Source: an optimization exercise on an open RTL-to-GDS flow (aim: small area and a short achievable clock period). Production flows keep margins and buffers that such runs may drop. Function was checked by simulation only, so behaviour that the tests miss may differ from the original. Power is estimated from default activity; no workload was simulated.

<file path="design/flow/config.mk">
export PLATFORM = sky130hd
export DESIGN_NAME = alu
export DESIGN_NICKNAME = alu
export VERILOG_FILES = /design/flow/design.v
export SDC_FILE = /design/flow/constraint.sdc
export NUM_CORES = 4
export LEC_CHECK = 0
export CAP_MARGIN = 20
export CORE_MARGIN = 2
export CORE_UTILIZATION = 40
export SLEW_MARGIN = 20
</file>
<file path="design/flow/constraint.sdc">
create_clock -name core_clock -period 9.0 [get_ports {clk}]
set_input_delay 1.8000 -clock core_clock [delete_from_list [all_inputs] [get_ports {clk}]]
set_output_delay 1.8000 -clock core_clock [all_outputs]
set_load 0.01 [all_outputs]
</file>
<file path="design/flow/design.v">
module alu # ( parameter WIDTH = 16, CMD_WIDTH = 4 ) (
	input clk, rst,
	input CE,
	input CIN,
	input mode,
	input [1:0] INP_INVALID,
	input [ CMD_WIDTH-1 :0] CMD,
	input [ WIDTH-1 :0] opa,
	input [ WIDTH-1 :0] opb,
	output reg ERR, OFLOW, g , l, e, cout,
	output reg [ 2 * WIDTH :0] RES
);
    wire [15:0] a = opa;
    wire [15:0] b = opb;
    wire v11 = INP_INVALID == 2'b11;
    wire v10 = INP_INVALID == 2'b10;
    wire v01 = INP_INVALID == 2'b01;
    wire v00 = INP_INVALID == 2'b00;
    wire ar  = mode;
    wire lo  = ~mode;
    wire op_add  = ar & v11 & (CMD == 4'd0);
    wire op_sub  = ar & v11 & (CMD == 4'd1);
    wire op_addc = ar & v11 & (CMD == 4'd2);
    wire op_subc = ar & v11 & (CMD == 4'd3);
    wire op_cmp  = ar & v11 & (CMD == 4'd8);
    wire op_amul = ar & v11 & (CMD == 4'd9);
    wire op_smul = ar & v11 & (CMD == 4'd10);
    wire op_adds = ar & v11 & (CMD == 4'd11);
    wire op_subs = ar & v11 & (CMD == 4'd12);
    wire op_inca = ar & v10 & (CMD == 4'd4);
    wire op_deca = ar & v10 & (CMD == 4'd6);
    wire op_incb = ar & v01 & (CMD == 4'd5);
    wire op_decb = ar & v01 & (CMD == 4'd7);
    wire op_nop  = ar & v00;                
    wire op_and  = lo & v11 & (CMD == 4'd0);
    wire op_nand = lo & v11 & (CMD == 4'd1);
    wire op_or   = lo & v11 & (CMD == 4'd2);
    wire op_nor  = lo & v11 & (CMD == 4'd3);
    wire op_xor  = lo & v11 & (CMD == 4'd4);
    wire op_xnor = lo & v11 & (CMD == 4'd5);
    wire op_rol  = lo & v11 & (CMD == 4'd12);
    wire op_ror  = lo & v11 & (CMD == 4'd13);
    wire op_nota = lo & v10 & (CMD == 4'd6);
    wire op_shra = lo & v10 & (CMD == 4'd8);
    wire op_shla = lo & v10 & (CMD == 4'd9);
    wire op_notb = lo & v01 & (CMD == 4'd7);
    wire op_shrb = lo & v01 & (CMD == 4'd10);
    wire op_shlb = lo & v01 & (CMD == 4'd11);
    wire op_sig  = op_adds | op_subs;
    wire op_mul  = op_amul | op_smul;
    wire op_shq  = op_rol | op_ror | op_shla | op_shra;
    wire op_addt = op_add | op_sub | op_addc | op_subc | op_inca | op_deca |
                   op_incb | op_decb | op_sig;
    wire op_ext  = op_sub | op_subc | op_deca | op_decb | op_sig;
    wire op_lut  = op_and | op_nand | op_or | op_nor | op_xor | op_xnor | op_nota | op_notb;
    wire op_ok   = op_addt | op_cmp | op_mul | op_nop | op_lut | op_shq | op_shrb | op_shlb;
    wire op_err  = ~op_ok;
    wire [3:0] sh   = b[3:0];
    wire [3:0] kk   = ({4{op_rol}} & sh) | ({4{op_ror}} & (4'd0 - sh)) |
                      ({4{op_shla}} & 4'd1) | ({4{op_shra}} & 4'd15);
    wire [15:0] onehot = {15'd0, op_shq} << kk;
    wire [15:0] m  = {a[15] & ~op_smul, a[14:0]};
    wire [15:0] q  = ({16{op_mul}} & b) | onehot;
    wire ena  = op_add | op_sub | op_addc | op_subc | op_cmp | op_amul | op_sig | op_inca | op_deca;
    wire enb1 = op_incb | op_decb;
    wire enb2 = op_add | op_sub | op_addc | op_subc | op_cmp | op_amul | op_sig;
    wire inv  = op_sub | op_subc | op_cmp | op_subs | op_deca | op_decb;
    wire [15:0] r1 = ({16{ena}} & a) | ({16{enb1}} & b);
    wire [15:0] r2 = ({16{enb2}} & b) ^ {16{inv}};
    wire cin = op_sub | op_cmp | op_subs | op_amul | op_inca | op_incb |
               (op_addc & CIN) | (op_subc & ~CIN);
    wire [32:0] p;
  wire one0 = q[0] ^ 1'b0;
  wire two0 = (q[1] & ~q[0] & ~1'b0) | (~q[1] & q[0] & 1'b0);
  wire neg0 = q[1];
  wire pp0_0 = ((one0 & m[0])) ^ neg0;
  wire pp0_1 = ((one0 & m[1]) | (two0 & m[0])) ^ neg0;
  wire pp0_2 = ((one0 & m[2]) | (two0 & m[1])) ^ neg0;
  wire pp0_3 = ((one0 & m[3]) | (two0 & m[2])) ^ neg0;
  wire pp0_4 = ((one0 & m[4]) | (two0 & m[3])) ^ neg0;
  wire pp0_5 = ((one0 & m[5]) | (two0 & m[4])) ^ neg0;
  wire pp0_6 = ((one0 & m[6]) | (two0 & m[5])) ^ neg0;
  wire pp0_7 = ((one0 & m[7]) | (two0 & m[6])) ^ neg0;
  wire pp0_8 = ((one0 & m[8]) | (two0 & m[7])) ^ neg0;
  wire pp0_9 = ((one0 & m[9]) | (two0 & m[8])) ^ neg0;
  wire pp0_10 = ((one0 & m[10]) | (two0 & m[9])) ^ neg0;
  wire pp0_11 = ((one0 & m[11]) | (two0 & m[10])) ^ neg0;
  wire pp0_12 = ((one0 & m[12]) | (two0 & m[11])) ^ neg0;
  wire pp0_13 = ((one0 & m[13]) | (two0 & m[12])) ^ neg0;
  wire pp0_14 = ((one0 & m[14]) | (two0 & m[13])) ^ neg0;
  wire pp0_15 = ((one0 & m[15]) | (two0 & m[14])) ^ neg0;
  wire pp0_16 = ((two0 & m[15])) ^ neg0;
  wire ns0 = ~neg0;
  wire one1 = q[2] ^ q[1];
  wire two1 = (q[3] & ~q[2] & ~q[1]) | (~q[3] & q[2] & q[1]);
  wire neg1 = q[3];
  wire pp1_0 = ((one1 & m[0])) ^ neg1;
  wire pp1_1 = ((one1 & m[1]) | (two1 & m[0])) ^ neg1;
  wire pp1_2 = ((one1 & m[2]) | (two1 & m[1])) ^ neg1;
  wire pp1_3 = ((one1 & m[3]) | (two1 & m[2])) ^ neg1;
  wire pp1_4 = ((one1 & m[4]) | (two1 & m[3])) ^ neg1;
  wire pp1_5 = ((one1 & m[5]) | (two1 & m[4])) ^ neg1;
  wire pp1_6 = ((one1 & m[6]) | (two1 & m[5])) ^ neg1;
  wire pp1_7 = ((one1 & m[7]) | (two1 & m[6])) ^ neg1;
  wire pp1_8 = ((one1 & m[8]) | (two1 & m[7])) ^ neg1;
  wire pp1_9 = ((one1 & m[9]) | (two1 & m[8])) ^ neg1;
  wire pp1_10 = ((one1 & m[10]) | (two1 & m[9])) ^ neg1;
  wire pp1_11 = ((one1 & m[11]) | (two1 & m[10])) ^ neg1;
  wire pp1_12 = ((one1 & m[12]) | (two1 & m[11])) ^ neg1;
  wire pp1_13 = ((one1 & m[13]) | (two1 & m[12])) ^ neg1;
  wire pp1_14 = ((one1 & m[14]) | (two1 & m[13])) ^ neg1;
  wire pp1_15 = ((one1 & m[15]) | (two1 & m[14])) ^ neg1;
  wire pp1_16 = ((two1 & m[15])) ^ neg1;
  wire ns1 = ~neg1;
  wire one2 = q[4] ^ q[3];
  wire two2 = (q[5] & ~q[4] & ~q[3]) | (~q[5] & q[4] & q[3]);
  wire neg2 = q[5];
  wire pp2_0 = ((one2 & m[0])) ^ neg2;
  wire pp2_1 = ((one2 & m[1]) | (two2 & m[0])) ^ neg2;
  wire pp2_2 = ((one2 & m[2]) | (two2 & m[1])) ^ neg2;
  wire pp2_3 = ((one2 & m[3]) | (two2 & m[2])) ^ neg2;
  wire pp2_4 = ((one2 & m[4]) | (two2 & m[3])) ^ neg2;
  wire pp2_5 = ((one2 & m[5]) | (two2 & m[4])) ^ neg2;
  wire pp2_6 = ((one2 & m[6]) | (two2 & m[5])) ^ neg2;
  wire pp2_7 = ((one2 & m[7]) | (two2 & m[6])) ^ neg2;
  wire pp2_8 = ((one2 & m[8]) | (two2 & m[7])) ^ neg2;
  wire pp2_9 = ((one2 & m[9]) | (two2 & m[8])) ^ neg2;
  wire pp2_10 = ((one2 & m[10]) | (two2 & m[9])) ^ neg2;
  wire pp2_11 = ((one2 & m[11]) | (two2 & m[10])) ^ neg2;
  wire pp2_12 = ((one2 & m[12]) | (two2 & m[11])) ^ neg2;
  wire pp2_13 = ((one2 & m[13]) | (two2 & m[12])) ^ neg2;
  wire pp2_14 = ((one2 & m[14]) | (two2 & m[13])) ^ neg2;
  wire pp2_15 = ((one2 & m[15]) | (two2 & m[14])) ^ neg2;
  wire pp2_16 = ((two2 & m[15])) ^ neg2;
  wire ns2 = ~neg2;
  wire one3 = q[6] ^ q[5];
  wire two3 = (q[7] & ~q[6] & ~q[5]) | (~q[7] & q[6] & q[5]);
  wire neg3 = q[7];
  wire pp3_0 = ((one3 & m[0])) ^ neg3;
  wire pp3_1 = ((one3 & m[1]) | (two3 & m[0])) ^ neg3;
  wire pp3_2 = ((one3 & m[2]) | (two3 & m[1])) ^ neg3;
  wire pp3_3 = ((one3 & m[3]) | (two3 & m[2])) ^ neg3;
  wire pp3_4 = ((one3 & m[4]) | (two3 & m[3])) ^ neg3;
  wire pp3_5 = ((one3 & m[5]) | (two3 & m[4])) ^ neg3;
  wire pp3_6 = ((one3 & m[6]) | (two3 & m[5])) ^ neg3;
  wire pp3_7 = ((one3 & m[7]) | (two3 & m[6])) ^ neg3;
  wire pp3_8 = ((one3 & m[8]) | (two3 & m[7])) ^ neg3;
  wire pp3_9 = ((one3 & m[9]) | (two3 & m[8])) ^ neg3;
  wire pp3_10 = ((one3 & m[10]) | (two3 & m[9])) ^ neg3;
  wire pp3_11 = ((one3 & m[11]) | (two3 & m[10])) ^ neg3;
  wire pp3_12 = ((one3 & m[12]) | (two3 & m[11])) ^ neg3;
  wire pp3_13 = ((one3 & m[13]) | (two3 & m[12])) ^ neg3;
  wire pp3_14 = ((one3 & m[14]) | (two3 & m[13])) ^ neg3;
  wire pp3_15 = ((one3 & m[15]) | (two3 & m[14])) ^ neg3;
  wire pp3_16 = ((two3 & m[15])) ^ neg3;
  wire ns3 = ~neg3;
  wire one4 = q[8] ^ q[7];
  wire two4 = (q[9] & ~q[8] & ~q[7]) | (~q[9] & q[8] & q[7]);
  wire neg4 = q[9];
  wire pp4_0 = ((one4 & m[0])) ^ neg4;
  wire pp4_1 = ((one4 & m[1]) | (two4 & m[0])) ^ neg4;
  wire pp4_2 = ((one4 & m[2]) | (two4 & m[1])) ^ neg4;
  wire pp4_3 = ((one4 & m[3]) | (two4 & m[2])) ^ neg4;
  wire pp4_4 = ((one4 & m[4]) | (two4 & m[3])) ^ neg4;
  wire pp4_5 = ((one4 & m[5]) | (two4 & m[4])) ^ neg4;
  wire pp4_6 = ((one4 & m[6]) | (two4 & m[5])) ^ neg4;
  wire pp4_7 = ((one4 & m[7]) | (two4 & m[6])) ^ neg4;
  wire pp4_8 = ((one4 & m[8]) | (two4 & m[7])) ^ neg4;
  wire pp4_9 = ((one4 & m[9]) | (two4 & m[8])) ^ neg4;
  wire pp4_10 = ((one4 & m[10]) | (two4 & m[9])) ^ neg4;
  wire pp4_11 = ((one4 & m[11]) | (two4 & m[10])) ^ neg4;
  wire pp4_12 = ((one4 & m[12]) | (two4 & m[11])) ^ neg4;
  wire pp4_13 = ((one4 & m[13]) | (two4 & m[12])) ^ neg4;
  wire pp4_14 = ((one4 & m[14]) | (two4 & m[13])) ^ neg4;
  wire pp4_15 = ((one4 & m[15]) | (two4 & m[14])) ^ neg4;
  wire pp4_16 = ((two4 & m[15])) ^ neg4;
  wire ns4 = ~neg4;
  wire one5 = q[10] ^ q[9];
  wire two5 = (q[11] & ~q[10] & ~q[9]) | (~q[11] & q[10] & q[9]);
  wire neg5 = q[11];
  wire pp5_0 = ((one5 & m[0])) ^ neg5;
  wire pp5_1 = ((one5 & m[1]) | (two5 & m[0])) ^ neg5;
  wire pp5_2 = ((one5 & m[2]) | (two5 & m[1])) ^ neg5;
  wire pp5_3 = ((one5 & m[3]) | (two5 & m[2])) ^ neg5;
  wire pp5_4 = ((one5 & m[4]) | (two5 & m[3])) ^ neg5;
  wire pp5_5 = ((one5 & m[5]) | (two5 & m[4])) ^ neg5;
  wire pp5_6 = ((one5 & m[6]) | (two5 & m[5])) ^ neg5;
  wire pp5_7 = ((one5 & m[7]) | (two5 & m[6])) ^ neg5;
  wire pp5_8 = ((one5 & m[8]) | (two5 & m[7])) ^ neg5;
  wire pp5_9 = ((one5 & m[9]) | (two5 & m[8])) ^ neg5;
  wire pp5_10 = ((one5 & m[10]) | (two5 & m[9])) ^ neg5;
  wire pp5_11 = ((one5 & m[11]) | (two5 & m[10])) ^ neg5;
  wire pp5_12 = ((one5 & m[12]) | (two5 & m[11])) ^ neg5;
  wire pp5_13 = ((one5 & m[13]) | (two5 & m[12])) ^ neg5;
  wire pp5_14 = ((one5 & m[14]) | (two5 & m[13])) ^ neg5;
  wire pp5_15 = ((one5 & m[15]) | (two5 & m[14])) ^ neg5;
  wire pp5_16 = ((two5 & m[15])) ^ neg5;
  wire ns5 = ~neg5;
  wire one6 = q[12] ^ q[11];
  wire two6 = (q[13] & ~q[12] & ~q[11]) | (~q[13] & q[12] & q[11]);
  wire neg6 = q[13];
  wire pp6_0 = ((one6 & m[0])) ^ neg6;
  wire pp6_1 = ((one6 & m[1]) | (two6 & m[0])) ^ neg6;
  wire pp6_2 = ((one6 & m[2]) | (two6 & m[1])) ^ neg6;
  wire pp6_3 = ((one6 & m[3]) | (two6 & m[2])) ^ neg6;
  wire pp6_4 = ((one6 & m[4]) | (two6 & m[3])) ^ neg6;
  wire pp6_5 = ((one6 & m[5]) | (two6 & m[4])) ^ neg6;
  wire pp6_6 = ((one6 & m[6]) | (two6 & m[5])) ^ neg6;
  wire pp6_7 = ((one6 & m[7]) | (two6 & m[6])) ^ neg6;
  wire pp6_8 = ((one6 & m[8]) | (two6 & m[7])) ^ neg6;
  wire pp6_9 = ((one6 & m[9]) | (two6 & m[8])) ^ neg6;
  wire pp6_10 = ((one6 & m[10]) | (two6 & m[9])) ^ neg6;
  wire pp6_11 = ((one6 & m[11]) | (two6 & m[10])) ^ neg6;
  wire pp6_12 = ((one6 & m[12]) | (two6 & m[11])) ^ neg6;
  wire pp6_13 = ((one6 & m[13]) | (two6 & m[12])) ^ neg6;
  wire pp6_14 = ((one6 & m[14]) | (two6 & m[13])) ^ neg6;
  wire pp6_15 = ((one6 & m[15]) | (two6 & m[14])) ^ neg6;
  wire pp6_16 = ((two6 & m[15])) ^ neg6;
  wire ns6 = ~neg6;
  wire one7 = q[14] ^ q[13];
  wire two7 = (q[15] & ~q[14] & ~q[13]) | (~q[15] & q[14] & q[13]);
  wire neg7 = q[15];
  wire pp7_0 = ((one7 & m[0])) ^ neg7;
  wire pp7_1 = ((one7 & m[1]) | (two7 & m[0])) ^ neg7;
  wire pp7_2 = ((one7 & m[2]) | (two7 & m[1])) ^ neg7;
  wire pp7_3 = ((one7 & m[3]) | (two7 & m[2])) ^ neg7;
  wire pp7_4 = ((one7 & m[4]) | (two7 & m[3])) ^ neg7;
  wire pp7_5 = ((one7 & m[5]) | (two7 & m[4])) ^ neg7;
  wire pp7_6 = ((one7 & m[6]) | (two7 & m[5])) ^ neg7;
  wire pp7_7 = ((one7 & m[7]) | (two7 & m[6])) ^ neg7;
  wire pp7_8 = ((one7 & m[8]) | (two7 & m[7])) ^ neg7;
  wire pp7_9 = ((one7 & m[9]) | (two7 & m[8])) ^ neg7;
  wire pp7_10 = ((one7 & m[10]) | (two7 & m[9])) ^ neg7;
  wire pp7_11 = ((one7 & m[11]) | (two7 & m[10])) ^ neg7;
  wire pp7_12 = ((one7 & m[12]) | (two7 & m[11])) ^ neg7;
  wire pp7_13 = ((one7 & m[13]) | (two7 & m[12])) ^ neg7;
  wire pp7_14 = ((one7 & m[14]) | (two7 & m[13])) ^ neg7;
  wire pp7_15 = ((one7 & m[15]) | (two7 & m[14])) ^ neg7;
  wire pp7_16 = ((two7 & m[15])) ^ neg7;
  wire ns7 = ~neg7;
  wire pp8_0 = q[15] & m[0];
  wire pp8_1 = q[15] & m[1];
  wire pp8_2 = q[15] & m[2];
  wire pp8_3 = q[15] & m[3];
  wire pp8_4 = q[15] & m[4];
  wire pp8_5 = q[15] & m[5];
  wire pp8_6 = q[15] & m[6];
  wire pp8_7 = q[15] & m[7];
  wire pp8_8 = q[15] & m[8];
  wire pp8_9 = q[15] & m[9];
  wire pp8_10 = q[15] & m[10];
  wire pp8_11 = q[15] & m[11];
  wire pp8_12 = q[15] & m[12];
  wire pp8_13 = q[15] & m[13];
  wire pp8_14 = q[15] & m[14];
  wire pp8_15 = q[15] & m[15];
  wire s1 = neg6 ^ r1[12];
  wire c2 = neg6 & r1[12];
  wire s3 = r1[13] ^ r2[13];
  wire c4 = r1[13] & r2[13];
  wire s5 = neg7 ^ r1[14] ^ r2[14];
  wire c6 = (neg7 & r1[14]) | (neg7 & r2[14]) | (r1[14] & r2[14]);
  wire s7 = pp0_14 ^ pp1_12;
  wire c8 = pp0_14 & pp1_12;
  wire s9 = r1[15] ^ r2[15] ^ pp0_15;
  wire c10 = (r1[15] & r2[15]) | (r1[15] & pp0_15) | (r2[15] & pp0_15);
  wire s11 = pp1_13 ^ pp2_11;
  wire c12 = pp1_13 & pp2_11;
  wire s13 = pp8_0 ^ pp0_16 ^ pp1_14;
  wire c14 = (pp8_0 & pp0_16) | (pp8_0 & pp1_14) | (pp0_16 & pp1_14);
  wire s15 = ~(ns0 ^ pp8_1);
  wire c16 = ns0 | pp8_1;
  wire s17 = ~pp8_2;
  wire s19 = neg3 ^ r1[6];
  wire c20 = neg3 & r1[6];
  wire s21 = r1[7] ^ r2[7];
  wire c22 = r1[7] & r2[7];
  wire s23 = neg4 ^ r1[8] ^ r2[8];
  wire c24 = (neg4 & r1[8]) | (neg4 & r2[8]) | (r1[8] & r2[8]);
  wire s25 = pp0_8 ^ pp1_6;
  wire c26 = pp0_8 & pp1_6;
  wire s27 = r1[9] ^ r2[9] ^ pp0_9;
  wire c28 = (r1[9] & r2[9]) | (r1[9] & pp0_9) | (r2[9] & pp0_9);
  wire s29 = pp1_7 ^ pp2_5;
  wire c30 = pp1_7 & pp2_5;
  wire s31 = neg5 ^ r1[10] ^ r2[10];
  wire c32 = (neg5 & r1[10]) | (neg5 & r2[10]) | (r1[10] & r2[10]);
  wire s33 = pp0_10 ^ pp1_8 ^ pp2_6;
  wire c34 = (pp0_10 & pp1_8) | (pp0_10 & pp2_6) | (pp1_8 & pp2_6);
  wire s35 = pp3_4 ^ pp4_2;
  wire c36 = pp3_4 & pp4_2;
  wire s37 = r1[11] ^ r2[11] ^ pp0_11;
  wire c38 = (r1[11] & r2[11]) | (r1[11] & pp0_11) | (r2[11] & pp0_11);
  wire s39 = pp1_9 ^ pp2_7 ^ pp3_5;
  wire c40 = (pp1_9 & pp2_7) | (pp1_9 & pp3_5) | (pp2_7 & pp3_5);
  wire s41 = pp4_3 ^ pp5_1;
  wire c42 = pp4_3 & pp5_1;
  wire s43 = r2[12] ^ s1 ^ pp0_12;
  wire c44 = (r2[12] & s1) | (r2[12] & pp0_12) | (s1 & pp0_12);
  wire s45 = pp1_10 ^ pp2_8 ^ pp3_6;
  wire c46 = (pp1_10 & pp2_8) | (pp1_10 & pp3_6) | (pp2_8 & pp3_6);
  wire s47 = pp4_4 ^ pp5_2 ^ pp6_0;
  wire c48 = (pp4_4 & pp5_2) | (pp4_4 & pp6_0) | (pp5_2 & pp6_0);
  wire s49 = c2 ^ s3 ^ pp0_13;
  wire c50 = (c2 & s3) | (c2 & pp0_13) | (s3 & pp0_13);
  wire s51 = pp1_11 ^ pp2_9 ^ pp3_7;
  wire c52 = (pp1_11 & pp2_9) | (pp1_11 & pp3_7) | (pp2_9 & pp3_7);
  wire s53 = pp4_5 ^ pp5_3 ^ pp6_1;
  wire c54 = (pp4_5 & pp5_3) | (pp4_5 & pp6_1) | (pp5_3 & pp6_1);
  wire s55 = c4 ^ s5 ^ pp2_10;
  wire c56 = (c4 & s5) | (c4 & pp2_10) | (s5 & pp2_10);
  wire s57 = pp3_8 ^ pp4_6 ^ pp5_4;
  wire c58 = (pp3_8 & pp4_6) | (pp3_8 & pp5_4) | (pp4_6 & pp5_4);
  wire s59 = pp6_2 ^ pp7_0 ^ s7;
  wire c60 = (pp6_2 & pp7_0) | (pp6_2 & s7) | (pp7_0 & s7);
  wire s61 = c6 ^ pp3_9 ^ pp4_7;
  wire c62 = (c6 & pp3_9) | (c6 & pp4_7) | (pp3_9 & pp4_7);
  wire s63 = pp5_5 ^ pp6_3 ^ pp7_1;
  wire c64 = (pp5_5 & pp6_3) | (pp5_5 & pp7_1) | (pp6_3 & pp7_1);
  wire s65 = c8 ^ s11 ^ s9;
  wire c66 = (c8 & s11) | (c8 & s9) | (s11 & s9);
  wire s67 = pp2_12 ^ pp3_10 ^ pp4_8;
  wire c68 = (pp2_12 & pp3_10) | (pp2_12 & pp4_8) | (pp3_10 & pp4_8);
  wire s69 = pp5_6 ^ pp6_4 ^ pp7_2;
  wire c70 = (pp5_6 & pp6_4) | (pp5_6 & pp7_2) | (pp6_4 & pp7_2);
  wire s71 = c12 ^ c10 ^ s13;
  wire c72 = (c12 & c10) | (c12 & s13) | (c10 & s13);
  wire s73 = s15 ^ pp1_15 ^ pp2_13;
  wire c74 = (s15 & pp1_15) | (s15 & pp2_13) | (pp1_15 & pp2_13);
  wire s75 = pp3_11 ^ pp4_9 ^ pp5_7;
  wire c76 = (pp3_11 & pp4_9) | (pp3_11 & pp5_7) | (pp4_9 & pp5_7);
  wire s77 = pp6_5 ^ pp7_3 ^ c14;
  wire c78 = (pp6_5 & pp7_3) | (pp6_5 & c14) | (pp7_3 & c14);
  wire s79 = s17 ^ c16 ^ pp1_16;
  wire c80 = (s17 & c16) | (s17 & pp1_16) | (c16 & pp1_16);
  wire s81 = pp2_14 ^ pp3_12 ^ pp4_10;
  wire c82 = (pp2_14 & pp3_12) | (pp2_14 & pp4_10) | (pp3_12 & pp4_10);
  wire s83 = pp5_8 ^ pp6_6 ^ pp7_4;
  wire c84 = (pp5_8 & pp6_6) | (pp5_8 & pp7_4) | (pp6_6 & pp7_4);
  wire s85 = ns1 ^ pp8_2 ^ pp8_3;
  wire c86 = (ns1 & pp8_2) | (ns1 & pp8_3) | (pp8_2 & pp8_3);
  wire s87 = pp2_15 ^ pp3_13 ^ pp4_11;
  wire c88 = (pp2_15 & pp3_13) | (pp2_15 & pp4_11) | (pp3_13 & pp4_11);
  wire s89 = pp5_9 ^ pp6_7 ^ pp7_5;
  wire c90 = (pp5_9 & pp6_7) | (pp5_9 & pp7_5) | (pp6_7 & pp7_5);
  wire s91 = ~(pp8_4 ^ pp2_16);
  wire c92 = pp8_4 | pp2_16;
  wire s93 = pp3_14 ^ pp4_12 ^ pp5_10;
  wire c94 = (pp3_14 & pp4_12) | (pp3_14 & pp5_10) | (pp4_12 & pp5_10);
  wire s95 = pp6_8 ^ pp7_6;
  wire c96 = pp6_8 & pp7_6;
  wire s97 = ns2 ^ pp8_5 ^ pp3_15;
  wire c98 = (ns2 & pp8_5) | (ns2 & pp3_15) | (pp8_5 & pp3_15);
  wire s99 = pp4_13 ^ pp5_11 ^ pp6_9;
  wire c100 = (pp4_13 & pp5_11) | (pp4_13 & pp6_9) | (pp5_11 & pp6_9);
  wire s101 = ~(pp8_6 ^ pp3_16);
  wire c102 = pp8_6 | pp3_16;
  wire s103 = pp4_14 ^ pp5_12;
  wire c104 = pp4_14 & pp5_12;
  wire s105 = ns3 ^ pp8_7 ^ pp4_15;
  wire c106 = (ns3 & pp8_7) | (ns3 & pp4_15) | (pp8_7 & pp4_15);
  wire s107 = ~pp8_8;
  wire s109 = neg0 ^ cin;
  wire c110 = neg0 & cin;
  wire s111 = neg1 ^ r1[2];
  wire c112 = neg1 & r1[2];
  wire s113 = r1[3] ^ r2[3];
  wire c114 = r1[3] & r2[3];
  wire s115 = neg2 ^ r1[4] ^ r2[4];
  wire c116 = (neg2 & r1[4]) | (neg2 & r2[4]) | (r1[4] & r2[4]);
  wire s117 = pp0_4 ^ pp1_2;
  wire c118 = pp0_4 & pp1_2;
  wire s119 = r1[5] ^ r2[5] ^ pp0_5;
  wire c120 = (r1[5] & r2[5]) | (r1[5] & pp0_5) | (r2[5] & pp0_5);
  wire s121 = pp1_3 ^ pp2_1;
  wire c122 = pp1_3 & pp2_1;
  wire s123 = r2[6] ^ s19 ^ pp0_6;
  wire c124 = (r2[6] & s19) | (r2[6] & pp0_6) | (s19 & pp0_6);
  wire s125 = pp1_4 ^ pp2_2 ^ pp3_0;
  wire c126 = (pp1_4 & pp2_2) | (pp1_4 & pp3_0) | (pp2_2 & pp3_0);
  wire s127 = c20 ^ s21 ^ pp0_7;
  wire c128 = (c20 & s21) | (c20 & pp0_7) | (s21 & pp0_7);
  wire s129 = pp1_5 ^ pp2_3 ^ pp3_1;
  wire c130 = (pp1_5 & pp2_3) | (pp1_5 & pp3_1) | (pp2_3 & pp3_1);
  wire s131 = c22 ^ s23 ^ pp2_4;
  wire c132 = (c22 & s23) | (c22 & pp2_4) | (s23 & pp2_4);
  wire s133 = pp3_2 ^ pp4_0 ^ s25;
  wire c134 = (pp3_2 & pp4_0) | (pp3_2 & s25) | (pp4_0 & s25);
  wire s135 = c24 ^ pp3_3 ^ pp4_1;
  wire c136 = (c24 & pp3_3) | (c24 & pp4_1) | (pp3_3 & pp4_1);
  wire s137 = c26 ^ s29 ^ s27;
  wire c138 = (c26 & s29) | (c26 & s27) | (s29 & s27);
  wire s139 = s31 ^ pp5_0 ^ c30;
  wire c140 = (s31 & pp5_0) | (s31 & c30) | (pp5_0 & c30);
  wire s141 = s35 ^ c28 ^ s33;
  wire c142 = (s35 & c28) | (s35 & s33) | (c28 & s33);
  wire s143 = c32 ^ c36 ^ s41;
  wire c144 = (c32 & c36) | (c32 & s41) | (c36 & s41);
  wire s145 = c34 ^ s37 ^ s39;
  wire c146 = (c34 & s37) | (c34 & s39) | (s37 & s39);
  wire s147 = c42 ^ c38 ^ c40;
  wire c148 = (c42 & c38) | (c42 & c40) | (c38 & c40);
  wire s149 = s43 ^ s45 ^ s47;
  wire c150 = (s43 & s45) | (s43 & s47) | (s45 & s47);
  wire s151 = c44 ^ c46 ^ c48;
  wire c152 = (c44 & c46) | (c44 & c48) | (c46 & c48);
  wire s153 = s49 ^ s51 ^ s53;
  wire c154 = (s49 & s51) | (s49 & s53) | (s51 & s53);
  wire s155 = c50 ^ c52 ^ c54;
  wire c156 = (c50 & c52) | (c50 & c54) | (c52 & c54);
  wire s157 = s55 ^ s57 ^ s59;
  wire c158 = (s55 & s57) | (s55 & s59) | (s57 & s59);
  wire s159 = c56 ^ c58 ^ s61;
  wire c160 = (c56 & c58) | (c56 & s61) | (c58 & s61);
  wire s161 = s63 ^ c60 ^ s65;
  wire c162 = (s63 & c60) | (s63 & s65) | (c60 & s65);
  wire s163 = c62 ^ c64 ^ s67;
  wire c164 = (c62 & c64) | (c62 & s67) | (c64 & s67);
  wire s165 = s69 ^ c66 ^ s71;
  wire c166 = (s69 & c66) | (s69 & s71) | (c66 & s71);
  wire s167 = c68 ^ c70 ^ s73;
  wire c168 = (c68 & c70) | (c68 & s73) | (c70 & s73);
  wire s169 = s75 ^ c72 ^ s77;
  wire c170 = (s75 & c72) | (s75 & s77) | (c72 & s77);
  wire s171 = c74 ^ c76 ^ s79;
  wire c172 = (c74 & c76) | (c74 & s79) | (c76 & s79);
  wire s173 = s81 ^ s83 ^ c78;
  wire c174 = (s81 & s83) | (s81 & c78) | (s83 & c78);
  wire s175 = s85 ^ c80 ^ c82;
  wire c176 = (s85 & c80) | (s85 & c82) | (c80 & c82);
  wire s177 = c84 ^ s87 ^ s89;
  wire c178 = (c84 & s87) | (c84 & s89) | (s87 & s89);
  wire s179 = c86 ^ s91 ^ s95;
  wire c180 = (c86 & s91) | (c86 & s95) | (s91 & s95);
  wire s181 = c88 ^ c90 ^ s93;
  wire c182 = (c88 & c90) | (c88 & s93) | (c90 & s93);
  wire s183 = pp7_7 ^ c96 ^ c92;
  wire c184 = (pp7_7 & c96) | (pp7_7 & c92) | (c96 & c92);
  wire s185 = c94 ^ s97 ^ s99;
  wire c186 = (c94 & s97) | (c94 & s99) | (s97 & s99);
  wire s187 = pp6_10 ^ pp7_8 ^ s101;
  wire c188 = (pp6_10 & pp7_8) | (pp6_10 & s101) | (pp7_8 & s101);
  wire s189 = s103 ^ c100 ^ c98;
  wire c190 = (s103 & c100) | (s103 & c98) | (c100 & c98);
  wire s191 = pp5_13 ^ pp6_11 ^ pp7_9;
  wire c192 = (pp5_13 & pp6_11) | (pp5_13 & pp7_9) | (pp6_11 & pp7_9);
  wire s193 = c104 ^ c102 ^ s105;
  wire c194 = (c104 & c102) | (c104 & s105) | (c102 & s105);
  wire s195 = s107 ^ pp4_16 ^ pp5_14;
  wire c196 = (s107 & pp4_16) | (s107 & pp5_14) | (pp4_16 & pp5_14);
  wire s197 = pp6_12 ^ pp7_10 ^ c106;
  wire c198 = (pp6_12 & pp7_10) | (pp6_12 & c106) | (pp7_10 & c106);
  wire s199 = ns4 ^ pp8_8 ^ pp8_9;
  wire c200 = (ns4 & pp8_8) | (ns4 & pp8_9) | (pp8_8 & pp8_9);
  wire s201 = pp5_15 ^ pp6_13 ^ pp7_11;
  wire c202 = (pp5_15 & pp6_13) | (pp5_15 & pp7_11) | (pp6_13 & pp7_11);
  wire s203 = ~(pp8_10 ^ pp5_16);
  wire c204 = pp8_10 | pp5_16;
  wire s205 = pp6_14 ^ pp7_12;
  wire c206 = pp6_14 & pp7_12;
  wire s207 = ns5 ^ pp8_11 ^ pp6_15;
  wire c208 = (ns5 & pp8_11) | (ns5 & pp6_15) | (pp8_11 & pp6_15);
  wire s209 = ~pp8_12;
  wire s211 = r1[0] ^ r2[0];
  wire c212 = r1[0] & r2[0];
  wire s213 = r1[1] ^ r2[1] ^ c110;
  wire c214 = (r1[1] & r2[1]) | (r1[1] & c110) | (r2[1] & c110);
  wire s215 = r2[2] ^ s111 ^ pp0_2;
  wire c216 = (r2[2] & s111) | (r2[2] & pp0_2) | (s111 & pp0_2);
  wire s217 = c112 ^ s113 ^ pp0_3;
  wire c218 = (c112 & s113) | (c112 & pp0_3) | (s113 & pp0_3);
  wire s219 = c114 ^ s115 ^ pp2_0;
  wire c220 = (c114 & s115) | (c114 & pp2_0) | (s115 & pp2_0);
  wire s221 = c116 ^ c118 ^ s121;
  wire c222 = (c116 & c118) | (c116 & s121) | (c118 & s121);
  wire s223 = c122 ^ c120 ^ s123;
  wire c224 = (c122 & c120) | (c122 & s123) | (c120 & s123);
  wire s225 = c124 ^ c126 ^ s127;
  wire c226 = (c124 & c126) | (c124 & s127) | (c126 & s127);
  wire s227 = c128 ^ c130 ^ s131;
  wire c228 = (c128 & c130) | (c128 & s131) | (c130 & s131);
  wire s229 = c132 ^ s135 ^ c134;
  wire c230 = (c132 & s135) | (c132 & c134) | (s135 & c134);
  wire s231 = c136 ^ s139 ^ c138;
  wire c232 = (c136 & s139) | (c136 & c138) | (s139 & c138);
  wire s233 = c140 ^ s143 ^ c142;
  wire c234 = (c140 & s143) | (c140 & c142) | (s143 & c142);
  wire s235 = c144 ^ c146 ^ s147;
  wire c236 = (c144 & c146) | (c144 & s147) | (c146 & s147);
  wire s237 = c148 ^ c150 ^ s151;
  wire c238 = (c148 & c150) | (c148 & s151) | (c150 & s151);
  wire s239 = c152 ^ c154 ^ s155;
  wire c240 = (c152 & c154) | (c152 & s155) | (c154 & s155);
  wire s241 = c156 ^ s159 ^ c158;
  wire c242 = (c156 & s159) | (c156 & c158) | (s159 & c158);
  wire s243 = c160 ^ s163 ^ c162;
  wire c244 = (c160 & s163) | (c160 & c162) | (s163 & c162);
  wire s245 = c164 ^ s167 ^ c166;
  wire c246 = (c164 & s167) | (c164 & c166) | (s167 & c166);
  wire s247 = c168 ^ s171 ^ c170;
  wire c248 = (c168 & s171) | (c168 & c170) | (s171 & c170);
  wire s249 = c172 ^ s175 ^ s177;
  wire c250 = (c172 & s175) | (c172 & s177) | (s175 & s177);
  wire s251 = c176 ^ s179 ^ c178;
  wire c252 = (c176 & s179) | (c176 & c178) | (s179 & c178);
  wire s253 = c180 ^ s183 ^ c182;
  wire c254 = (c180 & s183) | (c180 & c182) | (s183 & c182);
  wire s255 = c184 ^ s187 ^ c186;
  wire c256 = (c184 & s187) | (c184 & c186) | (s187 & c186);
  wire s257 = s191 ^ c188 ^ c190;
  wire c258 = (s191 & c188) | (s191 & c190) | (c188 & c190);
  wire s259 = c192 ^ s195 ^ c194;
  wire c260 = (c192 & s195) | (c192 & c194) | (s195 & c194);
  wire s261 = s199 ^ c196 ^ s201;
  wire c262 = (s199 & c196) | (s199 & s201) | (c196 & s201);
  wire s263 = c200 ^ s203 ^ s205;
  wire c264 = (c200 & s203) | (c200 & s205) | (s203 & s205);
  wire s265 = pp7_13 ^ c206 ^ c204;
  wire c266 = (pp7_13 & c206) | (pp7_13 & c204) | (c206 & c204);
  wire s267 = s209 ^ pp6_16 ^ pp7_14;
  wire c268 = (s209 & pp6_16) | (s209 & pp7_14) | (pp6_16 & pp7_14);
  wire s269 = ns6 ^ pp8_12 ^ pp8_13;
  wire c270 = (ns6 & pp8_12) | (ns6 & pp8_13) | (pp8_12 & pp8_13);
  wire s271 = ~pp8_14;
  wire s273 = s109 ^ s211;
  wire c274 = s109 & s211;
  wire s275 = c212 ^ s213 ^ pp0_1;
  wire c276 = (c212 & s213) | (c212 & pp0_1) | (s213 & pp0_1);
  wire s277 = c214 ^ pp1_0 ^ s215;
  wire c278 = (c214 & pp1_0) | (c214 & s215) | (pp1_0 & s215);
  wire s279 = pp1_1 ^ c216 ^ s217;
  wire c280 = (pp1_1 & c216) | (pp1_1 & s217) | (c216 & s217);
  wire s281 = s117 ^ c218 ^ s219;
  wire c282 = (s117 & c218) | (s117 & s219) | (c218 & s219);
  wire s283 = c220 ^ s119 ^ s221;
  wire c284 = (c220 & s119) | (c220 & s221) | (s119 & s221);
  wire s285 = s125 ^ c222 ^ s223;
  wire c286 = (s125 & c222) | (s125 & s223) | (c222 & s223);
  wire s287 = s129 ^ c224 ^ s225;
  wire c288 = (s129 & c224) | (s129 & s225) | (c224 & s225);
  wire s289 = s133 ^ c226 ^ s227;
  wire c290 = (s133 & c226) | (s133 & s227) | (c226 & s227);
  wire s291 = c228 ^ s137 ^ s229;
  wire c292 = (c228 & s137) | (c228 & s229) | (s137 & s229);
  wire s293 = s141 ^ c230 ^ s231;
  wire c294 = (s141 & c230) | (s141 & s231) | (c230 & s231);
  wire s295 = s145 ^ c232 ^ s233;
  wire c296 = (s145 & c232) | (s145 & s233) | (c232 & s233);
  wire s297 = s149 ^ c234 ^ s235;
  wire c298 = (s149 & c234) | (s149 & s235) | (c234 & s235);
  wire s299 = s153 ^ c236 ^ s237;
  wire c300 = (s153 & c236) | (s153 & s237) | (c236 & s237);
  wire s301 = c238 ^ s157 ^ s239;
  wire c302 = (c238 & s157) | (c238 & s239) | (s157 & s239);
  wire s303 = c240 ^ s161 ^ s241;
  wire c304 = (c240 & s161) | (c240 & s241) | (s161 & s241);
  wire s305 = s165 ^ c242 ^ s243;
  wire c306 = (s165 & c242) | (s165 & s243) | (c242 & s243);
  wire s307 = s169 ^ c244 ^ s245;
  wire c308 = (s169 & c244) | (s169 & s245) | (c244 & s245);
  wire s309 = s173 ^ c246 ^ s247;
  wire c310 = (s173 & c246) | (s173 & s247) | (c246 & s247);
  wire s311 = c174 ^ s249 ^ c248;
  wire c312 = (c174 & s249) | (c174 & c248) | (s249 & c248);
  wire s313 = s181 ^ c250 ^ s251;
  wire c314 = (s181 & c250) | (s181 & s251) | (c250 & s251);
  wire s315 = s185 ^ c252 ^ s253;
  wire c316 = (s185 & c252) | (s185 & s253) | (c252 & s253);
  wire s317 = s189 ^ c254 ^ s255;
  wire c318 = (s189 & c254) | (s189 & s255) | (c254 & s255);
  wire s319 = s193 ^ c256 ^ s257;
  wire c320 = (s193 & c256) | (s193 & s257) | (c256 & s257);
  wire s321 = s197 ^ c258 ^ s259;
  wire c322 = (s197 & c258) | (s197 & s259) | (c258 & s259);
  wire s323 = c198 ^ s261 ^ c260;
  wire c324 = (c198 & s261) | (c198 & c260) | (s261 & c260);
  wire s325 = c202 ^ s263 ^ c262;
  wire c326 = (c202 & s263) | (c202 & c262) | (s263 & c262);
  wire s327 = s207 ^ c264 ^ s265;
  wire c328 = (s207 & c264) | (s207 & s265) | (c264 & s265);
  wire s329 = c208 ^ s267 ^ c266;
  wire c330 = (c208 & s267) | (c208 & c266) | (s267 & c266);
  wire s331 = pp7_15 ^ s269 ^ c268;
  wire c332 = (pp7_15 & s269) | (pp7_15 & c268) | (s269 & c268);
  wire s333 = s271 ^ c270 ^ pp7_16;
  wire c334 = (s271 & c270) | (s271 & pp7_16) | (c270 & pp7_16);
  wire s335 = ns7 ^ pp8_14 ^ pp8_15;
  wire c336 = (ns7 & pp8_14) | (ns7 & pp8_15) | (pp8_14 & pp8_15);
  wire [32:0] fa_x = {c336, c334, c332, c330, c328, c326, c324, c322, c320, c318, c316, c314, c312, c310, c308, c306, c304, c302, c300, c298, c296, c294, c292, c290, c288, c286, c284, c282, c280, c278, c276, c274, s273};
  wire [32:0] fa_y = {1'b1, s335, s333, s331, s329, s327, s325, s323, s321, s319, s317, s315, s313, s311, s309, s307, s305, s303, s301, s299, s297, s295, s293, s291, s289, s287, s285, s283, s281, s279, s277, s275, pp0_0};
  wire [32:0] gg0 = fa_x & fa_y;
  wire [32:0] pp0 = fa_x ^ fa_y;
  wire g337 = gg0[1] | (pp0[1] & gg0[0]);
  wire p338 = pp0[1] & pp0[0];
  wire g339 = gg0[3] | (pp0[3] & gg0[2]);
  wire p340 = pp0[3] & pp0[2];
  wire g341 = gg0[5] | (pp0[5] & gg0[4]);
  wire p342 = pp0[5] & pp0[4];
  wire g343 = gg0[7] | (pp0[7] & gg0[6]);
  wire p344 = pp0[7] & pp0[6];
  wire g345 = gg0[9] | (pp0[9] & gg0[8]);
  wire p346 = pp0[9] & pp0[8];
  wire g347 = gg0[11] | (pp0[11] & gg0[10]);
  wire p348 = pp0[11] & pp0[10];
  wire g349 = gg0[13] | (pp0[13] & gg0[12]);
  wire p350 = pp0[13] & pp0[12];
  wire g351 = gg0[15] | (pp0[15] & gg0[14]);
  wire p352 = pp0[15] & pp0[14];
  wire g353 = gg0[17] | (pp0[17] & gg0[16]);
  wire p354 = pp0[17] & pp0[16];
  wire g355 = gg0[19] | (pp0[19] & gg0[18]);
  wire p356 = pp0[19] & pp0[18];
  wire g357 = gg0[21] | (pp0[21] & gg0[20]);
  wire p358 = pp0[21] & pp0[20];
  wire g359 = gg0[23] | (pp0[23] & gg0[22]);
  wire p360 = pp0[23] & pp0[22];
  wire g361 = gg0[25] | (pp0[25] & gg0[24]);
  wire p362 = pp0[25] & pp0[24];
  wire g363 = gg0[27] | (pp0[27] & gg0[26]);
  wire p364 = pp0[27] & pp0[26];
  wire g365 = gg0[29] | (pp0[29] & gg0[28]);
  wire p366 = pp0[29] & pp0[28];
  wire g367 = gg0[31] | (pp0[31] & gg0[30]);
  wire p368 = pp0[31] & pp0[30];
  wire g369 = gg0[2] | (pp0[2] & g337);
  wire p370 = pp0[2] & p338;
  wire g371 = g339 | (p340 & g337);
  wire p372 = p340 & p338;
  wire g373 = gg0[6] | (pp0[6] & g341);
  wire p374 = pp0[6] & p342;
  wire g375 = g343 | (p344 & g341);
  wire p376 = p344 & p342;
  wire g377 = gg0[10] | (pp0[10] & g345);
  wire p378 = pp0[10] & p346;
  wire g379 = g347 | (p348 & g345);
  wire p380 = p348 & p346;
  wire g381 = gg0[14] | (pp0[14] & g349);
  wire p382 = pp0[14] & p350;
  wire g383 = g351 | (p352 & g349);
  wire p384 = p352 & p350;
  wire g385 = gg0[18] | (pp0[18] & g353);
  wire p386 = pp0[18] & p354;
  wire g387 = g355 | (p356 & g353);
  wire p388 = p356 & p354;
  wire g389 = gg0[22] | (pp0[22] & g357);
  wire p390 = pp0[22] & p358;
  wire g391 = g359 | (p360 & g357);
  wire p392 = p360 & p358;
  wire g393 = gg0[26] | (pp0[26] & g361);
  wire p394 = pp0[26] & p362;
  wire g395 = g363 | (p364 & g361);
  wire p396 = p364 & p362;
  wire g397 = gg0[30] | (pp0[30] & g365);
  wire p398 = pp0[30] & p366;
  wire g399 = g367 | (p368 & g365);
  wire p400 = p368 & p366;
  wire g401 = gg0[4] | (pp0[4] & g371);
  wire p402 = pp0[4] & p372;
  wire g403 = g341 | (p342 & g371);
  wire p404 = p342 & p372;
  wire g405 = g373 | (p374 & g371);
  wire p406 = p374 & p372;
  wire g407 = g375 | (p376 & g371);
  wire p408 = p376 & p372;
  wire g409 = gg0[12] | (pp0[12] & g379);
  wire p410 = pp0[12] & p380;
  wire g411 = g349 | (p350 & g379);
  wire p412 = p350 & p380;
  wire g413 = g381 | (p382 & g379);
  wire p414 = p382 & p380;
  wire g415 = g383 | (p384 & g379);
  wire p416 = p384 & p380;
  wire g417 = gg0[20] | (pp0[20] & g387);
  wire p418 = pp0[20] & p388;
  wire g419 = g357 | (p358 & g387);
  wire p420 = p358 & p388;
  wire g421 = g389 | (p390 & g387);
  wire p422 = p390 & p388;
  wire g423 = g391 | (p392 & g387);
  wire p424 = p392 & p388;
  wire g425 = gg0[28] | (pp0[28] & g395);
  wire p426 = pp0[28] & p396;
  wire g427 = g365 | (p366 & g395);
  wire p428 = p366 & p396;
  wire g429 = g397 | (p398 & g395);
  wire p430 = p398 & p396;
  wire g431 = g399 | (p400 & g395);
  wire p432 = p400 & p396;
  wire g433 = gg0[8] | (pp0[8] & g407);
  wire p434 = pp0[8] & p408;
  wire g435 = g345 | (p346 & g407);
  wire p436 = p346 & p408;
  wire g437 = g377 | (p378 & g407);
  wire p438 = p378 & p408;
  wire g439 = g379 | (p380 & g407);
  wire p440 = p380 & p408;
  wire g441 = g409 | (p410 & g407);
  wire p442 = p410 & p408;
  wire g443 = g411 | (p412 & g407);
  wire p444 = p412 & p408;
  wire g445 = g413 | (p414 & g407);
  wire p446 = p414 & p408;
  wire g447 = g415 | (p416 & g407);
  wire p448 = p416 & p408;
  wire g449 = gg0[24] | (pp0[24] & g423);
  wire p450 = pp0[24] & p424;
  wire g451 = g361 | (p362 & g423);
  wire p452 = p362 & p424;
  wire g453 = g393 | (p394 & g423);
  wire p454 = p394 & p424;
  wire g455 = g395 | (p396 & g423);
  wire p456 = p396 & p424;
  wire g457 = g425 | (p426 & g423);
  wire p458 = p426 & p424;
  wire g459 = g427 | (p428 & g423);
  wire p460 = p428 & p424;
  wire g461 = g429 | (p430 & g423);
  wire p462 = p430 & p424;
  wire g463 = g431 | (p432 & g423);
  wire p464 = p432 & p424;
  wire g465 = gg0[16] | (pp0[16] & g447);
  wire p466 = pp0[16] & p448;
  wire g467 = g353 | (p354 & g447);
  wire p468 = p354 & p448;
  wire g469 = g385 | (p386 & g447);
  wire p470 = p386 & p448;
  wire g471 = g387 | (p388 & g447);
  wire p472 = p388 & p448;
  wire g473 = g417 | (p418 & g447);
  wire p474 = p418 & p448;
  wire g475 = g419 | (p420 & g447);
  wire p476 = p420 & p448;
  wire g477 = g421 | (p422 & g447);
  wire p478 = p422 & p448;
  wire g479 = g423 | (p424 & g447);
  wire p480 = p424 & p448;
  wire g481 = g449 | (p450 & g447);
  wire p482 = p450 & p448;
  wire g483 = g451 | (p452 & g447);
  wire p484 = p452 & p448;
  wire g485 = g453 | (p454 & g447);
  wire p486 = p454 & p448;
  wire g487 = g455 | (p456 & g447);
  wire p488 = p456 & p448;
  wire g489 = g457 | (p458 & g447);
  wire p490 = p458 & p448;
  wire g491 = g459 | (p460 & g447);
  wire p492 = p460 & p448;
  wire g493 = g461 | (p462 & g447);
  wire p494 = p462 & p448;
  wire g495 = g463 | (p464 & g447);
  wire p496 = p464 & p448;
  wire g497 = gg0[32] | (pp0[32] & g495);
  wire p498 = pp0[32] & p496;
  assign p[0] = pp0[0];
  assign p[1] = pp0[1] ^ gg0[0];
  assign p[2] = pp0[2] ^ g337;
  assign p[3] = pp0[3] ^ g369;
  assign p[4] = pp0[4] ^ g371;
  assign p[5] = pp0[5] ^ g401;
  assign p[6] = pp0[6] ^ g403;
  assign p[7] = pp0[7] ^ g405;
  assign p[8] = pp0[8] ^ g407;
  assign p[9] = pp0[9] ^ g433;
  assign p[10] = pp0[10] ^ g435;
  assign p[11] = pp0[11] ^ g437;
  assign p[12] = pp0[12] ^ g439;
  assign p[13] = pp0[13] ^ g441;
  assign p[14] = pp0[14] ^ g443;
  assign p[15] = pp0[15] ^ g445;
  assign p[16] = pp0[16] ^ g447;
  assign p[17] = pp0[17] ^ g465;
  assign p[18] = pp0[18] ^ g467;
  assign p[19] = pp0[19] ^ g469;
  assign p[20] = pp0[20] ^ g471;
  assign p[21] = pp0[21] ^ g473;
  assign p[22] = pp0[22] ^ g475;
  assign p[23] = pp0[23] ^ g477;
  assign p[24] = pp0[24] ^ g479;
  assign p[25] = pp0[25] ^ g481;
  assign p[26] = pp0[26] ^ g483;
  assign p[27] = pp0[27] ^ g485;
  assign p[28] = pp0[28] ^ g487;
  assign p[29] = pp0[29] ^ g489;
  assign p[30] = pp0[30] ^ g491;
  assign p[31] = pp0[31] ^ g493;
  assign p[32] = pp0[32] ^ g495;
    wire [15:0] zt = {r1[14:0] | r2[14:0], cin};
    wire z = &(~(r1 ^ r2 ^ zt));
    wire kinv = op_sub | op_subc | op_deca | op_decb | (op_sig & (r1[15] ^ r2[15]));
    wire hb   = p[16] ^ kinv;         
    wire t00 = op_nand | op_nor | op_xnor | op_nota | op_notb;
    wire t01 = op_nand | op_or  | op_xor  | op_nota;
    wire t10 = op_nand | op_or  | op_xor  | op_notb;
    wire t11 = op_and  | op_or  | op_xnor;
    wire [15:0] lut = ({16{t00}} & ~a & ~b) | ({16{t01}} & ~a & b) |
                      ({16{t10}} & a & ~b) | ({16{t11}} & a & b);
    wire sel_p  = op_addt | op_amul | op_rol | op_ror | op_shla;
    wire sel_hi = op_rol | op_ror | op_shra;
    wire [15:0] res_lo = ({16{sel_p}} & p[15:0]) | ({16{op_smul}} & {p[14:0], 1'b0}) |
                         ({16{sel_hi}} & p[31:16]) | lut |
                         ({16{op_shlb}} & {b[14:0], 1'b0}) | ({16{op_shrb}} & {1'b0, b[15:1]});
    wire res_16 = (op_amul & p[16]) | (op_smul & p[15]) | (op_addt & hb);
    wire [15:0] res_hi = ({16{op_amul}} & p[32:17]) | ({16{op_smul}} & p[31:16]) |
                         {16{op_ext & hb}};
    wire [32:0] res_n = {res_hi, res_16, res_lo};
    wire cout_n  = op_addt & hb;
    wire oflow_n = ((op_addc | op_subc | op_inca | op_incb) & hb) | (op_sig & (hb ^ p[15]));
    wire g_n     = (op_cmp & p[16] & ~z) | (op_sig & ~hb & ~z);
    wire l_n     = (op_cmp & ~p[16]) | (op_sig & hb);
    wire e_n     = (op_cmp & z) | (op_sig & z & ~hb);
    wire err_n   = op_err | ((op_rol | op_ror) & (|b[15:4]));
    always @(posedge clk or posedge rst) begin
        if (rst) begin
            RES <= 33'd0;
            {g, l, e, ERR, cout, OFLOW} <= 6'b0;
        end else if (CE) begin
            RES <= res_n;
            if (!op_nop)
                {g, l, e, ERR, cout, OFLOW} <= {g_n, l_n, e_n, err_n, cout_n, oflow_n};
        end
    end
endmodule
</file>
<file path="design/flow/run.sh">
#!/bin/bash
# synth_recipe.tcl (not shown) runs the flow's synth.tcl, then flattens the netlist and writes it again
# the make line also repeats each setting of config.mk as NAME=value (left out here)
make -C /OpenROAD-flow-scripts/flow DESIGN_CONFIG=/design/flow/config.mk WORK_HOME=/design/flow/orfs CLKGATE_MAP_FILE= SYNTH_SCRIPT=/design/flow/synth_recipe.tcl finish
</file>
==> results.cfg <==
[job]
max_cap_viol_count = 0

[sta]
post-route-min-period_ns = 8.835
finClkSkew_ns = 0
slew_headroom = 0.2525
slew_viol_final = 0
max_clock_freq_mhz = 113.2
post-route-period-util = 0.9817
worst_pin_slew_ns = 1.117
hold_violations = 0
report.final.setup_viol = 0

[die]
ioPinCount = 82
core_um2 = 33620
initial_utilization = 0.4072
rows = 67
die_area_um2 = 35720
die_h_um = 189.0
die_x_um = 189.0

[global_routing]
grt_use_total = 0.2927
grt_max_degree = 40
grt_pass1_vias = 14100
grt_first_pass_wirelength_um = 81610
grt_overflow = 0
grt_antenna_before_repair = 3

[worst_setup_path]
reg2reg_to = RES[32]$_DFFE_PP0P_
cp.arrival_ns = 9.00
crit_buf_inv = 10
cp-end-kind = flop
crit_path_max_fanout = 6
critPathMostFrequentCell = buf_4
rr_worst_depth = 2
critPathRequiredTime_ns = 9.17
cp_num_cells = 33
startpoint = opb[0]
start_kind = input port
crit_slowest_cell = fa_1
rrSetupSlack_ns = 8.20
rr_startpoint = RES[32]$_DFFE_PP0P_
critPathTopFamily = adder cells
slowest_delay_ns = 0.55
crit_end = RES[27]$_DFFE_PP0P_
worstSetupPathType = in -> reg

[place]
place_area_um2 = 16970
io_buffer_count = 81
post-place-cells = 2507
finalWeightedCongestion = 0.9444
dp_hpwl_um = 43530

[synth]
async_reset_ff_frac = 1.000
yosys_warnings = 1
ys_ff_latch = 39
syn_area_um2 = 13690
synth_cell_types = 90
syn_inst = 1806
synth_top_area_frac = 0.2106
synth_area_leaders = fa_1 21%, ha_1 7.3%, dfrtp_1 7.1%
synth_ff_type = dfrtp_1
ys_seq_area_frac = 0.07129
synth_edf_count = 0
synth_nets = 2073
post-synth-top-area-cell = fa_1
synth_most_common_cell = inv_1
synthTopCellsByCount = 189 x inv_1, 188 x nor2_1, 165 x nand2_1
synth.avg_cell_area_um2 = 7.580

[detailed_routing]
first_pass_iters = 7
drt-initial-drc-count = 1512
drc = 0
routedWlPerCell_um = 21.19
viasPerCell = 5.749
drtAntennaViolNets = 0
vias = 14540
wl_um = 53600

[hold_path]
min_path_type = reg -> reg

[clock_network]
cts_root_buf = clkbuf_16
tritoncts = done
cts_sinks = 39
clk_path_buf_depth = 2
clkTransAtPathRegs_ns = 0.06
clk_latency_ns = 0.28
htree_num_levels = 2
cts_hold_buf = 0
cts_buffers = 5

[cells_and_area]
nets = 2344
fillerInstances = 3247
final_cells = 2529
fin_area_um2 = 17540
area_growth_pct = 28.15
drive_gt1_frac = 0.2310

[power]
powerDensity_nw_per_um2 = 59.62
leakagePower_nw = 8.045
ir_worst_vdd_uv = 74.94

[status]
status = no timing/DRC/antenna violations
==> what timing repair did <==
item,4_1_cts,5_1_grt
buffers inserted,0,11
gates resized for setup,2,60
pin swaps,0,23
endpoints found under the setup margin,5,36
==> layout make-up <==
| type | count | area [µm²] | area share |
|---|---|---|---|
| multi-input combinational | 1399 | 11490 | 0.6549 |
| clock inverter | 3 | 43.79 | 0.002496 |
| timing repair buffer | 440 | 3621 | 0.2064 |
| clock buffer | 5 | 125.1 | 0.007132 |
| inverter | 192 | 720.7 | 0.04108 |
| antenna | 3 | 7.507 | 0.0004279 |
| tap | 448 | 560.5 | 0.03195 |
| sequential | 39 | 975.9 | 0.05563 |
==> sequential cells by signal, indices dropped and copies added, names as in the netlist <==
signal / cells
ERR: 1
OFLOW: 1
RES: 33
cout: 1
e: 1
g: 1
l: 1
==> metal layers <==
layer | global-route usage | wire [µm]
met5 | 0 | 0
met4 | 0.1157 | 2304
met3 | 0.04096 | 4022
met2 | 0.4749 | 24410
met1 | 0.3934 | 22860
==> worst min path at each step <==
stage                          startpoint         endpoint  slack [ns]  cells after the start
after floorplan           ERR$_DFFE_PP0P_  ERR$_DFFE_PP0P_        0.52                      2
after global placement    ERR$_DFFE_PP0P_  ERR$_DFFE_PP0P_        0.47                      2
after detailed placement    e$_DFFE_PP0P_    e$_DFFE_PP0P_        0.48                      2
after CTS                   e$_DFFE_PP0P_    e$_DFFE_PP0P_        0.49                      2
after global routing        l$_DFFE_PP0P_    l$_DFFE_PP0P_        0.54                      2
final                       e$_DFFE_PP0P_    e$_DFFE_PP0P_        0.48                      2
==> report_power, final <==
part	internal [W]	leakage, nW	total (W)	switching (W)
sequential	0.000191	0.482	0.000204	0.0000129
combinational	0.000277	7.48	0.000639	0.000362
clock	0.000131	0.0838	0.000203	0.0000722
total	0.000599	8.04	0.00105	0.000447
==> through the flow <==
step / setup slack (ns) / hold slack (ns) / util / setup TNS [ns] / power [W]
3_5_place_dp: -0.3448 / 0.4761 / 0.5049 / -5.691 / 0.0008044
6_report: 0.1646 / 0.4803 / 0.5219 / 0 / 0.001046
4_1_cts: 0.0003393 / 0.4889 / 0.5100 / 0 / 0.001009
3_3_place_gp: -0.2414 / 0.4654 / 0.5047 / -3.511 / 0.0007976
5_1_grt: -0.1484 / 0.5351 / 0.5216 / -1.235 / 0.001108
2_1_floorplan: 0.1350 / 0.5162 / - / 0 / 0.0005461
==> layout by cell type, fill, tap and decap left out, types with 39 or more instances in the layout <==
cell / n
a21oi_1: 124
a221oi_1: 57
a22oi_1: 63
buf_4: 347
clkdlybuf4s50_1: 81
dfrtp_1: 39
fa_1: 141
ha_1: 78
inv_1: 187
nand2_1: 165
nor2_1: 185
o21ai_0: 132
xnor2_1: 45
==> tightest hold or removal path: stages (launching register included) <==
cell,delay (ns)
dfrtp_1,0.34
nand2_1,0.05
o21ai_0,0.06
==> cell families (layout without fill, tap and decap cells) <==
logic type / Yosys count / after routing / synth area share
adders and majority gates: 224 / 224 / 0.2837
AOI/OAI and AO/OA: 588 / 588 / 0.2977
xor gates and xnor gates: 75 / 75 / 0.04853
muxes: 40 / 40 / 0.03190
other: 0 / 3 / 0
and+or+nand+nor: 472 / 472 / 0.1560
DFF: 39 / 39 / 0.07129
buffers and inverters: 368 / 640 / 0.1109

afterwards: timing with drivers on the ports:
Ports are ideal in the flow. The routed layout listed here was re-timed in OpenROAD. Step 1 (the two cells are an assumption about what drives the block):
set clk [get_ports {clk}]
set_driving_cell -lib_cell sky130_fd_sc_hd__clkbuf_16 $clk
set_driving_cell -lib_cell sky130_fd_sc_hd__buf_2 [delete_from_list [all_inputs] $clk]
Step 2, shift: input delay + t, output delay - t, t = (earliest + latest rising clock arrival at the registers) / 2. This alone moves slack from input paths to output paths. Three values: no drivers, after step 1, after step 2; two values: the first two.
t (ns): 0.316
slack for setup (ns): 0.165 / 0.172 / -0.144
worst hold slack (ns): 0.480 / 0.480 / 0.480
Met with ideal ports but missed after step 2: setup timing in this run. The setup slack of this run moves by +0.007 ns with the drivers and by -0.309 ns with both steps.
